Source: an optimization exercise on an open RTL-to-GDS flow (aim: a short achievable clock period and few clock cycles). Production flows keep margins and buffers that such runs may drop.
Where RTL was checked, it was by simulation tests only, not by an equivalence proof against the original.

==> inputs of job 5874 <==
## processor
module processor (
  input  wire        clk,
  input  wire        reset,
  output wire [10:0] imem_addr,
  input  wire [17:0] imem_data,
  output wire [9:0]  dmem_addr,
  output wire        dmem_we,
  output wire [17:0] dmem_wdata,
  input  wire [17:0] dmem_rdata,
  output wire        halted
);
export LEC_CHECK = 0
export CAP_MARGIN = 20
export CORE_MARGIN = 2
export CORE_UTILIZATION = 40
export PLACE_DENSITY = 0.6
export SETUP_SLACK_MARGIN = 3.0
export SLEW_MARGIN = 20
export SYNTH_HIERARCHICAL = 1
create_clock -name core_clock -period 5.0 [get_ports {clk}]
standard.sh (not shown) runs the stock make flow with config.mk's settings and CLKGATE_MAP_FILE= SYNTH_SCRIPT=/design/flow/synth_recipe.tcl, a recipe that flattens the netlist after the stock synthesis.
==> flow/flow/run.sh <==
#!/bin/bash
set -euo pipefail
export BUFFER_PORTS_ARGS="-buffer_cell sky130_fd_sc_hd__buf_4"
bash standard.sh > standard.log 2>&1
==> job 6949 (differences from job 5874) <==
--- a/flow/design.v
+++ b/flow/design.v
@@ -34,16 +34,18 @@
   reg  [10:0] pc_e;
   reg         e_alu;          
   reg         e_add;          
   reg         e_ld;           
   reg         e_cmp;          
   reg         e_and, e_nand, e_nor;    
   reg  [3:0]  e_rd;
-  reg  [17:0] x1, x2, x3;     
+  reg  [17:0] x2, x3;         
+  reg  [17:0] c1, c2;         
   reg  [15:0] e_wr;           
+  reg  [15:0] e_es;           
   reg  [15:0] e_wl;           
   reg  [15:0] w_wr;           
   reg  [15:0] w_wl;           
   reg  [15:0] w_wa;           
   reg  [15:0] r_keep;         
   reg         w_ld;           
   reg  [17:0] r_q;            
@@ -100,15 +102,15 @@
   wire        rdy  = ~e_rep & vd;
   wire [2:0]  s_tn, s_rn, s_sn;
   wire [2:0]  f_oh = {lt_q, ~lt_q & ~gt_q, gt_q};
   wire [8:0]  w_oc = e_cmp ? 9'b100_010_001 : {3{f_oh}};
   br_dec u_bd (.op(op), .off(off), .w(w_oc), .a(rdy & ~p_d), .b(rdy & p_d),
                .e_rep(e_rep), .tn(s_tn), .rn(s_rn), .sn(s_sn));
   wire        sel_t, sel_r, sel_s;
-  br_sel u_bs (.a(x1), .b(x2), .tn(s_tn), .rn(s_rn), .sn(s_sn),
+  br_sel u_bs (.a(c1), .b(c2), .tn(s_tn), .rn(s_rn), .sn(s_sn),
                .c_lt(c_lt), .c_gt(c_gt), .sel_t(sel_t), .sel_r(sel_r), .sel_s(sel_s));
   wire [10:0] pc_nx;
   pc_ao u_pc (.clr(reset), .sel_t(sel_t), .sel_r(sel_r), .sel_s(sel_s), .sel_e(e_rep),
               .target(target), .pc_r(pc_d_inc), .pc_s(pc_seq), .pc_e(pc_e), .y(pc_nx));
   wire [17:0] imm = {{12{ir[5]}}, ir[5:0]};
   wire [287:0] eff, rf_flat;
   genvar gj;
@@ -123,20 +125,22 @@
   wire        s1  = es & (e_rd == f1);
   wire        s2  = es & (e_rd == f2);
   wire        s3  = es & (e_rd == f3) & ~is_ri;
   wire        el  = e_alu & ~e_add;
   wire        l1  = el & (e_rd == f1);
   wire        l2  = el & (e_rd == f2);
   wire        l3  = el & (e_rd == f3) & ~is_ri;
-  wire [17:0] p1, p2, p3;
+  wire [17:0] p1, p2, p3, q1, q2;
   wire        k1n = ~(s1 | l1);
   wire        k2n = ~(s2 | l2);
   wire        k3n = ~(s3 | l3 | is_ri);
   opnd  u_p1 (.f(f1), .kn(k1n), .eff(eff), .sel_s(s1), .sum(sum), .sel_l(l1), .lres(lres), .p(p1));
   opnd  u_p2 (.f(f2), .kn(k2n), .eff(eff), .sel_s(s2), .sum(sum), .sel_l(l2), .lres(lres), .p(p2));
+  opnd  u_q1 (.f(f1), .kn(k1n), .eff(eff), .sel_s(s1), .sum(sum), .sel_l(l1), .lres(lres), .p(q1));
+  opnd  u_q2 (.f(f2), .kn(k2n), .eff(eff), .sel_s(s2), .sum(sum), .sel_l(l2), .lres(lres), .p(q2));
   opnd_i u_p3 (.f(f3), .kn(k3n), .en_n(is_ri), .imm(imm), .eff(eff), .sel_s(s3), .sum(sum), .sel_l(l3), .lres(lres), .p(p3));
   wire [15:0] d_alu = (go & is_alu) ? (16'd1 << f1) : 16'd0;
   wire [15:0] d_ld  = (go & is_ld)  ? (16'd1 << f1) : 16'd0;
   always @(posedge clk or posedge reset) begin
     if (reset) begin
       pc_d    <= 11'd0;
       v_d     <= 1'b0;
@@ -145,14 +149,21 @@
       bt_v[1] <= 1'b0;
       bt_rep  <= 1'b0;
       bt_wr   <= 1'b0;
       e_rep   <= 1'b0;
       e_alu   <= 1'b0;
       e_ld    <= 1'b0;
       e_cmp   <= 1'b0;
+      e_wr    <= 16'd0;
+      e_es    <= 16'd0;
+      e_wl    <= 16'd0;
+      w_wr    <= 16'd0;
+      w_wl    <= 16'd0;
+      w_wa    <= 16'd0;
+      r_keep  <= 16'hffff;
       w_ld    <= 1'b0;
       lt_q    <= 1'b0;
       gt_q    <= 1'b1;
     end else begin
       v_d   <= sel_s;
       p_d   <= sel_s & bt_hit;
       bt_wr <= sel_t;
@@ -161,14 +172,21 @@
         bt_v[bt_rep] <= 1'b1;
         bt_rep       <= ~bt_rep;
       end
       e_rep <= vd & stall & ~e_rep;
       e_alu <= go & is_alu;
       e_ld  <= go & is_ld;
       e_cmp <= go & is_cmp;
+      e_wr  <= d_alu;
+      e_es  <= (go & is_alu & is_add) ? (16'd1 << f1) : 16'd0;
+      e_wl  <= d_ld;
+      w_wr  <= e_wr | e_wl;
+      w_wl  <= e_wl;
+      w_wa  <= e_wr;
+      r_keep <= ~(e_wr | e_wl);
       w_ld  <= e_ld;
       if (e_cmp) begin
         lt_q <= c_lt;
         gt_q <= c_gt;
       end
     end
   end
@@ -178,30 +196,23 @@
       dwe_q  <= 1'b0;
     end else begin
       if (go & is_halt) halt_q <= 1'b1;
       dwe_q  <= go & is_st;
     end
   end
   always @(posedge clk) begin
-    e_wr   <= d_alu;
-    e_wl   <= d_ld;
-    w_wr   <= e_wr | e_wl;
-    w_wl   <= e_wl;
-    w_wa   <= e_wr;
-    r_keep <= ~(e_wr | e_wl);
-  end
-  always @(posedge clk) begin
     pc_f     <= pc_nx;            
     pc_e     <= pc_d;
     e_add    <= is_add;
     e_and    <= (op == OP_AND) | (op == OP_ANDI);
     e_nand   <= (op == OP_NAND);
     e_nor    <= ~((op == OP_AND) | (op == OP_ANDI) | (op == OP_NAND));
     e_rd     <= f1;
-    x1       <= p1;
+    c1       <= q1;
+    c2       <= q2;
     x2       <= p2;
     x3       <= p3;
     r_q      <= alu;
     daddr_q  <= ir[9:0];
     dwdata_q <= p1;
     bt_wpc   <= pc_d;
     bt_wtg   <= target;
==> job 1217 (differences from job 5874) <==
--- a/flow/design.v
+++ b/flow/design.v
@@ -34,15 +34,16 @@
   reg  [10:0] pc_e;
   reg         e_alu;          
   reg         e_add;          
   reg         e_ld;           
   reg         e_cmp;          
   reg         e_and, e_nand, e_nor;    
   reg  [3:0]  e_rd;
-  reg  [17:0] x1, x2, x3;     
+  reg  [17:0] x2, x3;         
+  reg  [17:0] c1, c2;         
   reg  [15:0] e_wr;           
   reg  [15:0] e_wl;           
   reg  [15:0] w_wr;           
   reg  [15:0] w_wl;           
   reg  [15:0] w_wa;           
   reg  [15:0] r_keep;         
   reg         w_ld;           
@@ -100,15 +101,15 @@
   wire        rdy  = ~e_rep & vd;
   wire [2:0]  s_tn, s_rn, s_sn;
   wire [2:0]  f_oh = {lt_q, ~lt_q & ~gt_q, gt_q};
   wire [8:0]  w_oc = e_cmp ? 9'b100_010_001 : {3{f_oh}};
   br_dec u_bd (.op(op), .off(off), .w(w_oc), .a(rdy & ~p_d), .b(rdy & p_d),
                .e_rep(e_rep), .tn(s_tn), .rn(s_rn), .sn(s_sn));
   wire        sel_t, sel_r, sel_s;
-  br_sel u_bs (.a(x1), .b(x2), .tn(s_tn), .rn(s_rn), .sn(s_sn),
+  br_sel u_bs (.a(c1), .b(c2), .tn(s_tn), .rn(s_rn), .sn(s_sn),
                .c_lt(c_lt), .c_gt(c_gt), .sel_t(sel_t), .sel_r(sel_r), .sel_s(sel_s));
   wire [10:0] pc_nx;
   pc_ao u_pc (.clr(reset), .sel_t(sel_t), .sel_r(sel_r), .sel_s(sel_s), .sel_e(e_rep),
               .target(target), .pc_r(pc_d_inc), .pc_s(pc_seq), .pc_e(pc_e), .y(pc_nx));
   wire [17:0] imm = {{12{ir[5]}}, ir[5:0]};
   wire [287:0] eff, rf_flat;
   genvar gj;
@@ -123,20 +124,22 @@
   wire        s1  = es & (e_rd == f1);
   wire        s2  = es & (e_rd == f2);
   wire        s3  = es & (e_rd == f3) & ~is_ri;
   wire        el  = e_alu & ~e_add;
   wire        l1  = el & (e_rd == f1);
   wire        l2  = el & (e_rd == f2);
   wire        l3  = el & (e_rd == f3) & ~is_ri;
-  wire [17:0] p1, p2, p3;
+  wire [17:0] p1, p2, p3, q1, q2;
   wire        k1n = ~(s1 | l1);
   wire        k2n = ~(s2 | l2);
   wire        k3n = ~(s3 | l3 | is_ri);
   opnd  u_p1 (.f(f1), .kn(k1n), .eff(eff), .sel_s(s1), .sum(sum), .sel_l(l1), .lres(lres), .p(p1));
   opnd  u_p2 (.f(f2), .kn(k2n), .eff(eff), .sel_s(s2), .sum(sum), .sel_l(l2), .lres(lres), .p(p2));
+  opnd  u_q1 (.f(f1), .kn(k1n), .eff(eff), .sel_s(s1), .sum(sum), .sel_l(l1), .lres(lres), .p(q1));
+  opnd  u_q2 (.f(f2), .kn(k2n), .eff(eff), .sel_s(s2), .sum(sum), .sel_l(l2), .lres(lres), .p(q2));
   opnd_i u_p3 (.f(f3), .kn(k3n), .en_n(is_ri), .imm(imm), .eff(eff), .sel_s(s3), .sum(sum), .sel_l(l3), .lres(lres), .p(p3));
   wire [15:0] d_alu = (go & is_alu) ? (16'd1 << f1) : 16'd0;
   wire [15:0] d_ld  = (go & is_ld)  ? (16'd1 << f1) : 16'd0;
   always @(posedge clk or posedge reset) begin
     if (reset) begin
       pc_d    <= 11'd0;
       v_d     <= 1'b0;
@@ -193,15 +196,16 @@
     pc_f     <= pc_nx;            
     pc_e     <= pc_d;
     e_add    <= is_add;
     e_and    <= (op == OP_AND) | (op == OP_ANDI);
     e_nand   <= (op == OP_NAND);
     e_nor    <= ~((op == OP_AND) | (op == OP_ANDI) | (op == OP_NAND));
     e_rd     <= f1;
-    x1       <= p1;
+    c1       <= q1;
+    c2       <= q2;
     x2       <= p2;
     x3       <= p3;
     r_q      <= alu;
     daddr_q  <= ir[9:0];
     dwdata_q <= p1;
     bt_wpc   <= pc_d;
     bt_wtg   <= target;
==> job 9710 (differences from job 5874) <==
--- a/flow/design.v
+++ b/flow/design.v
@@ -36,14 +36,15 @@
   reg         e_add;          
   reg         e_ld;           
   reg         e_cmp;          
   reg         e_and, e_nand, e_nor;    
   reg  [3:0]  e_rd;
   reg  [17:0] x1, x2, x3;     
   reg  [15:0] e_wr;           
+  reg  [15:0] e_es;           
   reg  [15:0] e_wl;           
   reg  [15:0] w_wr;           
   reg  [15:0] w_wl;           
   reg  [15:0] w_wa;           
   reg  [15:0] r_keep;         
   reg         w_ld;           
   reg  [17:0] r_q;            
@@ -95,18 +96,16 @@
   wire        bt_h0  = bt_v[0] & (bt_pc[0] == pc_f);
   wire        bt_h1  = bt_v[1] & (bt_pc[1] == pc_f);
   wire        bt_hit = bt_h0 | bt_h1;
   wire [10:0] bt_nx  = bt_h0 ? bt_tg[0] : bt_tg[1];
   wire [10:0] pc_seq = bt_hit ? bt_nx : pc_f_inc;
   wire        rdy  = ~e_rep & vd;
   wire [2:0]  s_tn, s_rn, s_sn;
-  wire [2:0]  f_oh = {lt_q, ~lt_q & ~gt_q, gt_q};
-  wire [8:0]  w_oc = e_cmp ? 9'b100_010_001 : {3{f_oh}};
-  br_dec u_bd (.op(op), .off(off), .w(w_oc), .a(rdy & ~p_d), .b(rdy & p_d),
-               .e_rep(e_rep), .tn(s_tn), .rn(s_rn), .sn(s_sn));
+  br_dec u_bd (.op(op), .off(off), .e_cmp(e_cmp), .lt_q(lt_q), .gt_q(gt_q),
+               .rdy(rdy), .p_d(p_d), .e_rep(e_rep), .tn(s_tn), .rn(s_rn), .sn(s_sn));
   wire        sel_t, sel_r, sel_s;
   br_sel u_bs (.a(x1), .b(x2), .tn(s_tn), .rn(s_rn), .sn(s_sn),
                .c_lt(c_lt), .c_gt(c_gt), .sel_t(sel_t), .sel_r(sel_r), .sel_s(sel_s));
   wire [10:0] pc_nx;
   pc_ao u_pc (.clr(reset), .sel_t(sel_t), .sel_r(sel_r), .sel_s(sel_s), .sel_e(e_rep),
               .target(target), .pc_r(pc_d_inc), .pc_s(pc_seq), .pc_e(pc_e), .y(pc_nx));
   wire [17:0] imm = {{12{ir[5]}}, ir[5:0]};
@@ -145,14 +144,21 @@
       bt_v[1] <= 1'b0;
       bt_rep  <= 1'b0;
       bt_wr   <= 1'b0;
       e_rep   <= 1'b0;
       e_alu   <= 1'b0;
       e_ld    <= 1'b0;
       e_cmp   <= 1'b0;
+      e_wr    <= 16'd0;
+      e_es    <= 16'd0;
+      e_wl    <= 16'd0;
+      w_wr    <= 16'd0;
+      w_wl    <= 16'd0;
+      w_wa    <= 16'd0;
+      r_keep  <= 16'hffff;
       w_ld    <= 1'b0;
       lt_q    <= 1'b0;
       gt_q    <= 1'b1;
     end else begin
       v_d   <= sel_s;
       p_d   <= sel_s & bt_hit;
       bt_wr <= sel_t;
@@ -161,14 +167,21 @@
         bt_v[bt_rep] <= 1'b1;
         bt_rep       <= ~bt_rep;
       end
       e_rep <= vd & stall & ~e_rep;
       e_alu <= go & is_alu;
       e_ld  <= go & is_ld;
       e_cmp <= go & is_cmp;
+      e_wr  <= d_alu;
+      e_es  <= (go & is_alu & is_add) ? (16'd1 << f1) : 16'd0;
+      e_wl  <= d_ld;
+      w_wr  <= e_wr | e_wl;
+      w_wl  <= e_wl;
+      w_wa  <= e_wr;
+      r_keep <= ~(e_wr | e_wl);
       w_ld  <= e_ld;
       if (e_cmp) begin
         lt_q <= c_lt;
         gt_q <= c_gt;
       end
     end
   end
@@ -178,22 +191,14 @@
       dwe_q  <= 1'b0;
     end else begin
       if (go & is_halt) halt_q <= 1'b1;
       dwe_q  <= go & is_st;
     end
   end
   always @(posedge clk) begin
-    e_wr   <= d_alu;
-    e_wl   <= d_ld;
-    w_wr   <= e_wr | e_wl;
-    w_wl   <= e_wl;
-    w_wa   <= e_wr;
-    r_keep <= ~(e_wr | e_wl);
-  end
-  always @(posedge clk) begin
     pc_f     <= pc_nx;            
     pc_e     <= pc_d;
     e_add    <= is_add;
     e_and    <= (op == OP_AND) | (op == OP_ANDI);
     e_nand   <= (op == OP_NAND);
     e_nor    <= ~((op == OP_AND) | (op == OP_ANDI) | (op == OP_NAND));
     e_rd     <= f1;
@@ -243,69 +248,37 @@
         assign s[j] = ~a[j];
       end else begin : bn
         assign s[j] = a[j] ^ (&a[j-1:0]);
       end
     end
   endgenerate
 endmodule
-module br_op (
-  input  wire [3:0] op,
-  output wire       m_lt,
-  output wire       m_eq,
-  output wire       m_gt
-);
-  wire jmp = (op == 4'b0111);
-  assign m_lt = jmp | (op == 4'b1101) | (op == 4'b1111);
-  assign m_eq = jmp | (op == 4'b1011) | (op == 4'b1110) | (op == 4'b1111);
-  assign m_gt = jmp | (op == 4'b1100) | (op == 4'b1110);
-endmodule
 module br_dec (
   input  wire [3:0]  op,
   input  wire [10:0] off,
-  input  wire [8:0]  w,
-  input  wire        a,
-  input  wire        b,
+  input  wire        e_cmp,
+  input  wire        lt_q,
+  input  wire        gt_q,
+  input  wire        rdy,
+  input  wire        p_d,
   input  wire        e_rep,
   output wire [2:0]  tn,
   output wire [2:0]  rn,
   output wire [2:0]  sn
 );
-  wire m_lt, m_eq, m_gt;
-  br_op u_op (.op(op), .m_lt(m_lt), .m_eq(m_eq), .m_gt(m_gt));
-  wire n1, n2, n3, n4, n5, n6, n7, n8, n9, n10, n11, n12;
-  wire n13, n14, n15, n16, n17, n18, n19, n20;
-  g_inv u1 (.a(off[0]), .y(n1));
-  g_nor3 u2 (.a(off[10]), .b(off[9]), .c(off[8]), .y(n2));
-  g_nor3 u3 (.a(off[7]), .b(off[6]), .c(off[5]), .y(n3));
-  g_nor3 u4 (.a(off[4]), .b(off[3]), .c(off[2]), .y(n4));
-  g_nor2 u5 (.a(off[1]), .b(n1), .y(n5));
-  g_nand4 u6 (.a(n2), .b(n3), .c(n4), .d(n5), .y(n6));
-  g_and4 u7 (.a(n2), .b(n3), .c(n4), .d(n5), .y(n7));
-  g_inv u8 (.a(e_rep), .y(n8));
-  g_a222oi u9 (.a1(w[2]), .a2(m_lt), .b1(w[1]), .b2(m_eq), .c1(w[0]), .c2(m_gt), .y(n9));
-  g_nand3b u10 (.an(n9), .b(a), .c(n6), .y(n10));
-  g_o21ai u11 (.a1(n7), .a2(n9), .b1(b), .y(n11));
-  g_nand3 u12 (.a(n8), .b(n10), .c(n11), .y(n12));
-  g_a222oi u13 (.a1(w[5]), .a2(m_lt), .b1(w[4]), .b2(m_eq), .c1(w[3]), .c2(m_gt), .y(n13));
-  g_nand3b u14 (.an(n13), .b(a), .c(n6), .y(n14));
-  g_o21ai u15 (.a1(n7), .a2(n13), .b1(b), .y(n15));
-  g_nand3 u16 (.a(n8), .b(n14), .c(n15), .y(n16));
-  g_a222oi u17 (.a1(w[8]), .a2(m_lt), .b1(w[7]), .b2(m_eq), .c1(w[6]), .c2(m_gt), .y(n17));
-  g_nand3b u18 (.an(n17), .b(a), .c(n6), .y(n18));
-  g_o21ai u19 (.a1(n7), .a2(n17), .b1(b), .y(n19));
-  g_nand3 u20 (.a(n8), .b(n18), .c(n19), .y(n20));
-  assign tn[0] = n10;
-  assign rn[0] = n11;
-  assign sn[0] = n12;
-  assign tn[1] = n14;
-  assign rn[1] = n15;
-  assign sn[1] = n16;
-  assign tn[2] = n18;
-  assign rn[2] = n19;
-  assign sn[2] = n20;
+  wire       far   = (off != 11'd1);
+  wire       jmp   = (op == 4'b0111);
+  wire       tk_lt = far & (jmp | (op == 4'b1101) | (op == 4'b1111));
+  wire       tk_eq = far & (jmp | (op == 4'b1011) | (op == 4'b1110) | (op == 4'b1111));
+  wire       tk_gt = far & (jmp | (op == 4'b1100) | (op == 4'b1110));
+  wire       tk_f  = lt_q ? tk_lt : (gt_q ? tk_gt : tk_eq);
+  wire [2:0] tkx   = e_cmp ? {tk_lt, tk_eq, tk_gt} : {3{tk_f}};
+  assign tn = ~({3{rdy & ~p_d}} & tkx);                         
+  assign rn = ~({3{rdy & p_d}} & ~tkx);                         
+  assign sn = ~({3{~e_rep}} & ~({3{rdy}} & (tkx ^ {3{p_d}})));  
 endmodule
 module eff_ao (
   input  wire [15:0]  sel_wl,
   input  wire [15:0]  sel_wa,
   input  wire [15:0]  sel_rf,
   input  wire [17:0]  ld,
   input  wire [17:0]  r,
@@ -2833,23 +2806,14 @@
 endmodule
 module g_a22oi (input wire a1, a2, b1, b2, output wire y);
   assign y = ~((a1 & a2) | (b1 & b2));
 endmodule
 module g_nand3 (input wire a, b, c, output wire y);
   assign y = ~(a & b & c);
 endmodule
-module g_nand3b (input wire an, b, c, output wire y);
-  assign y = ~(~an & b & c);
-endmodule
-module g_and4 (input wire a, b, c, d, output wire y);
-  assign y = a & b & c & d;
-endmodule
-module g_a222oi (input wire a1, a2, b1, b2, c1, c2, output wire y);
-  assign y = ~((a1 & a2) | (b1 & b2) | (c1 & c2));
-endmodule
 module g_nand4 (input wire a, b, c, d, output wire y);
   assign y = ~(a & b & c & d);
 endmodule
 module g_nor3 (input wire a, b, c, output wire y);
   assign y = ~(a | b | c);
 endmodule
 module g_o222ai (input wire a1, a2, b1, b2, c1, c2, output wire y);
==> impl_metrics.ini <==
[run_status]
status = no timing/DRC/antenna violations

[routing]
wl_met3_mm = 19.2

[yosys]
muxShareOfSynthArea_pct = 1.53

[final_layout]
seq_share_pct = 34.2

[power_and_ir_drop]
p_comb_share_pct = 27.7

[setup_path]
reg2regPathDepth = 11
Source of the figures above: job 9710

==> impl_metrics.ini <==
[run_status]
status = no timing/DRC/antenna violations

[timing]
finalHoldViolCount = 0

[yosys]
muxShareOfSynthArea_pct = 1.29

[setup_path]
rr_startpoint = r_q[17]
critPathLaunchType = input pin
reg2regPathDepth = 8

[final_layout]
regMostFlops = rf
seq_share_pct = 28.3

[routing]
wl_met3_mm = 36.4
Source of the figures above: job 1217

==> impl_metrics.ini <==
[power_and_ir_drop]
p_comb_share_pct = 28.2

[yosys]
muxShareOfSynthArea_pct = 1.49

[routing]
wl_met3_mm = 21.6

[grt]
busiest_layer = met2

[run_status]
status = no timing/DRC/antenna violations

[setup_path]
reg2regPathDepth = 6

[final_layout]
seq_share_pct = 33.2
Source of the figures above: job 5874

==> impl_metrics.ini <==
[setup_path]
worstPathMaxFanout = 5
reg2regPathDepth = 9

[routing]
wl_met3_mm = 32.1
avgRoutedWirePerCell_um = 36.2
wl_mm = 211

[final_layout]
seq_share_pct = 30.7

[yosys]
muxShareOfSynthArea_pct = 1.27
yosysTopAreaCell = a22oi_2
yosys.area_share.simple_pct = 16.4

[clock_tree]
cts_tree = built

[run_status]
status = no timing/DRC/antenna violations

[power_and_ir_drop]
p_comb_share_pct = 30.6
Source of the figures above: job 6949

Testbench counts of job 9710, summed over its fixed seeds: cycles 28,464.
Function not checked in job 5874, job 6949 and job 1217: the RTL went through the layout flow alone.

## afterwards: timing with drivers on the ports
Ports are ideal in the flow. The routed layouts listed here were re-timed in OpenROAD. Step 1 sets driving cells, clkbuf_16 on the clock port and buf_2 on the other inputs (assumed; they add their load-dependent delay and slew). Step 2 also shifts input and output timing later by t, the mid clock arrival at the registers, as if the neighbouring blocks saw the same clock. Three values: ideal ports, drivers, drivers and shift; two values: the first two.
run | shift t [ns] | setup WS [ns] | worst hold slack (ns) | worst setup path after step 2 | worst data-port slew with drivers (ns)
job 5874 | 0.728 | 2.497 / 2.481 / 1.753 | 0.339 / 0.339 / 0.339 | input to register | 0.27
job 6949 | 0.732 | 2.276 / 2.245 / 1.513 | 0.354 / 0.312 / 0.363 | input to register | 0.17
job 1217 | 0.735 | 2.132 / 2.036 / 1.301 | 0.337 / 0.337 / 0.337 | input to register | 0.40
job 9710 | 0.705 | 2.545 / 2.564 / 1.859 | 0.358 / 0.358 / 0.358 | input to register | 0.20
After both steps setup and hold are still met in every run listed. The setup slack of job 1217, which loses most, moves by -0.096 ns with the drivers and by -0.831 ns with both steps.
